Context: an optimization exercise on an open-source flow, tuned for small area, a short achievable clock period and few clock cycles. The choices shown serve that exercise and are no tape-out recipe.
In this exercise RTL edits were held to simulation tests only and were not proved equivalent to the original.

Setup of exp/yarrow:
==> flow/design.v (excerpt) <==
module Dual_mode_neuron (
    input wire clk,
    input wire rstn,
    input wire mode,     
    input wire signed [26 : 0] i_in,    
    output wire signed [26 : 0] v,
    output reg signed [26:0] h_0,
    output reg done
);
Size in the first run: about 15000 cells after synthesis, ~1200 flip-flops, ~85 I/O pins, roughly 0.11 mm² of cells after synthesis.
Settings: LEC_CHECK=0, ABC_AREA=1, CAP_MARGIN=30, CORE_MARGIN=2, CORE_UTILIZATION=40, PLACE_DENSITY=0.65, SETUP_SLACK_MARGIN=3.5, SLEW_MARGIN=30; clock period 11.0 ns.
run.sh (not shown) runs the stock make flow with config.mk's settings and CLKGATE_MAP_FILE= SYNTH_SCRIPT=/design/flow/synth_recipe.tcl, a recipe that flattens the netlist after the stock synthesis.
Testbench counts of exp/yarrow, summed over its fixed seeds: cycles 489,012.
#### Input delta (exp/tundra over exp/yarrow)
- PLACE_DENSITY now 0.75, was 0.65
- ABC_AREA no longer set, was 1
[summary]
- Relative to exp/yarrow, the final cell area reported for exp/tundra is lower.
- Of exp/tundra and exp/yarrow, it is exp/tundra that has the higher routability congestion estimate from global placement.
- Status: number of nets still failing antenna checks after routing parity (exp/tundra, exp/yarrow)
- Where worst clock skew is concerned, exp/yarrow is better than exp/tundra.
- In summary, exp/tundra completed successfully, with a layout that passed the timing, design-rule and antenna checks.
- Min buffering overhead across exp/yarrow and exp/tundra: exp/yarrow
- On initial core utilization, exp/yarrow and exp/tundra are neck and neck.
- Reported for exp/yarrow and exp/tundra, number of flip-flops and latches turned out identical to the last digit.
Setup changes, exp/tundra to exp/harbor
- changing SETUP_SLACK_MARGIN from 3.5 to 4.25
- setting ABC_AREA to 1 for the first time
- changing PLACE_DENSITY from 0.75 to 0.65
==> comparison <==
No run among exp/tundra and exp/harbor stopped early or left any final violation; all are clean. Changes observed in exp/harbor relative to exp/tundra: worst setup slack after layout climbed 0.52 ns, arrival time reported for the critical path endpoint dropped 0.61 ns, routability congestion estimate from global placement dropped about 3.2%, post-CTS setup-driven buffer insertion count climbed 87. The standard cells in exp/harbor occupy more silicon area than those in exp/tundra do.


== v7 ==
Dual_mode_neuron again, from the RTL that the note above started with.
Design Dual_mode_neuron, start of the top module:
module Dual_mode_neuron (
    input wire clk,
    input wire rstn,
    input wire mode,     
    input wire signed [26 : 0] i_in,    
    output wire signed [26 : 0] v,
    output reg signed [26:0] h_0,
    output reg done
);
==> flow/config.mk <==
export PLATFORM = sky130hd
export DESIGN_NAME = Dual_mode_neuron
export DESIGN_NICKNAME = Dual_mode_neuron
export VERILOG_FILES = /design/flow/design.v
export SDC_FILE = /design/flow/constraint.sdc
export NUM_CORES = 8
export LEC_CHECK = 0
export ABC_AREA = 1
export CAP_MARGIN = 30
export CORE_MARGIN = 2
export CORE_UTILIZATION = 40
export PLACE_DENSITY = 0.75
export SETUP_SLACK_MARGIN = 4
export SLEW_MARGIN = 30
==> flow/constraint.sdc <==
create_clock -name core_clock -period 11.0 [get_ports {clk}]
set_input_delay 2.2000 -clock core_clock [delete_from_list [all_inputs] [get_ports {clk}]]
set_output_delay 2.2000 -clock core_clock [all_outputs]
set_load 0.01 [all_outputs]
v7 completed; timing, DRC and antenna clean
Testbench counts of v7, summed over its fixed seeds: cycles 489,012.
The inputs of v20 differ from those of v7 as listed below.
Settings: TNS_END_PERCENT newly set to 30.
Findings:
The worst max-slew margin expressed relative to the limit in v20 was lower than what v7 gave. The clock slew at the register clock pins of the worst setup and hold paths was comparable across v20 and v7. Buffers plus inverters on the worst setup path ended up 2 higher on v20 than on v7. v7 → v20: final-layout non-clock buffer area share level, hold slack moved down, post-cts sizing count moved down, number of logic stages on the critical path including buffering moved up.
Relative to v20, the following input files were edited for v5:
Settings: a change of SETUP_SLACK_MARGIN from 4 to 5; a deleted TNS_END_PERCENT that had been 30.
- v5: full flow OK, the timing, design-rule and antenna checks passed
- v20 -> v5: number of H-tree branching levels delta 0, exact match
- Against v20, v5 comes in 2.6% higher on wire length of the first global-routing pass.
- [v5 vs v20] worst hold slack: lower in v5
- The higher worst path required time came out of v20.
- Side by side, fraction of the cycle the final worst path needs turned out lower in v5 than in v20.
- v5 vs v20 — total clock buffers created by CTS rose about 2.6%.
Here is what was changed in the inputs of v21 compared with v5.
Settings: PLACE_DENSITY changed from 0.75 to 0.65; SETUP_SLACK_MARGIN changed from 5 to 4.
--- outcome ---
Diff v5 -> v21: max-slew headroom at the worst pin now smaller; required time at the endpoint of the critical path now larger; number of cells on the critical path now smaller.
In the flow results for v21 and v5, the worst setup slack is larger on v5.
v21 reports a lower number of instances resized during post-cts repair than v5 does.
Compared to v5, the router laid down less metal wire for v21.
v21 has clock insertion delay at the later pin of the skew report below what v5 had.
Looking at biggest fanout along the worst timing path, v21 sits 19 above v5.
v5 has a lower fraction of area in registers than v21.
> inputs changed (v21 -> v4)
Settings: SETUP_SLACK_MARGIN changed from 4 to 3.75; PLACE_DENSITY changed from 0.65 to 0.55.
- v4 vs. v21: share of the core filled with cells in the final layout fell 0.36 points; via count of the first global-routing pass fell 605.
- Diff v4..v21 | number of sinks handled by clock tree synthesis | unchanged
- Delta (v4 minus v21): worst slew margin relative to its limit up 4.7 points; sequential share of layout area increased 0.21 points.
- As of v4, critical path depth had risen by a few percent compared to v21.


Dual_mode_neuron again, from the RTL that the note above started with.
make LEC_CHECK=0 ABC_AREA=1 CAP_MARGIN=30 CORE_MARGIN=2 CORE_UTILIZATION=40 PLACE_DENSITY=0.75 SETUP_SLACK_MARGIN=3.5 SLEW_MARGIN=30 finish   # period 11.0 ns
The baseline completed with no timing, DRC or antenna violations.
Testbench counts at the start, summed over its fixed seeds: cycles 489,012.
Then changed:
- PLACE_DENSITY: 0.75 -> 0.45
- SETUP_SLACK_MARGIN: 3.5 -> 4
What happened: The new run completed with no timing, DRC or antenna violations. Critical path depth decreases by 2. Hold slack gets worse by 27 ps. Non-clock buffer count increases by 130. Cell count increases slightly. Maximum frequency increases by a few percent. Worst setup slack gets better by 460 ps.
Then changed:
- CORE_UTILIZATION: 40 -> 47
- PLACE_DENSITY: 0.45 -> 0.75
What happened: The changed run completed without violations. Routed wire length came out lower by 12%. Setup slack stays flat. Utilization came out higher by 7.1 points. Worst hold slack loses 13 ps. Fmax stays flat.

## re-timing with driven ports
How much do the figures lean on ideal ports? The routed layouts below were timed once more, with nothing changed but the port constraints.
Step 1 assumes that a clkbuf_16 drives the clock port and a buf_2 every other input.
Step 2 adds t to the input delays and takes it off the output delays; t is the mean of the earliest and latest rising clock arrival at the registers after step 1. Input paths then give back, and output paths get back, about the clock's delay inside the block.
Slacks: no drivers / after step 1 / after step 2; pairs: no drivers / after step 1.
| run | shift t [ns] | setup slack, ns | hold slack, ns | worst slew at a driven data input, ns |
|---|---|---|---|---|
| exp/yarrow | 0.966 | 3.518 / 3.523 / 2.618 | 0.421 / 0.421 / 0.421 | 0.05 |
| exp/tundra | 0.960 | 3.337 / 3.337 / 2.590 | 0.429 / 0.429 / 0.429 | 0.05 |
| exp/harbor | 0.957 | 3.860 / 3.860 / 3.274 | 0.437 / 0.437 / 0.437 | 0.05 |
| v7 | 0.972 | 3.902 / 3.902 / 3.006 | 0.444 / 0.444 / 0.444 | 0.05 |
| v20 | 0.963 | 3.848 / 3.859 / 2.950 | 0.440 / 0.440 / 0.440 | 0.05 |
| v5 | 0.977 | 4.084 / 4.084 / 3.650 | 0.418 / 0.418 / 0.418 | 0.09 |
| v21 | 0.957 | 4.013 / 4.037 / 3.132 | 0.412 / 0.412 / 0.412 | 0.05 |
| v4 | 0.971 | 3.711 / 3.742 / 2.829 | 0.426 / 0.426 / 0.426 | 0.05 |
| the first run of note 3 | 0.966 | 3.442 / 3.474 / 2.548 | 0.460 / 0.460 / 0.460 | 0.05 |
| the second run of note 3 | 0.988 | 3.900 / 3.900 / 3.053 | 0.433 / 0.433 / 0.433 | 0.06 |
| the third run of note 3 | 0.958 | 3.901 / 3.901 / 3.062 | 0.419 / 0.419 / 0.419 | 0.05 |
After both steps every run listed still meets setup and hold. The setup slack of exp/yarrow, which loses most, moves by +0.005 ns with the drivers and by -0.900 ns with both steps.
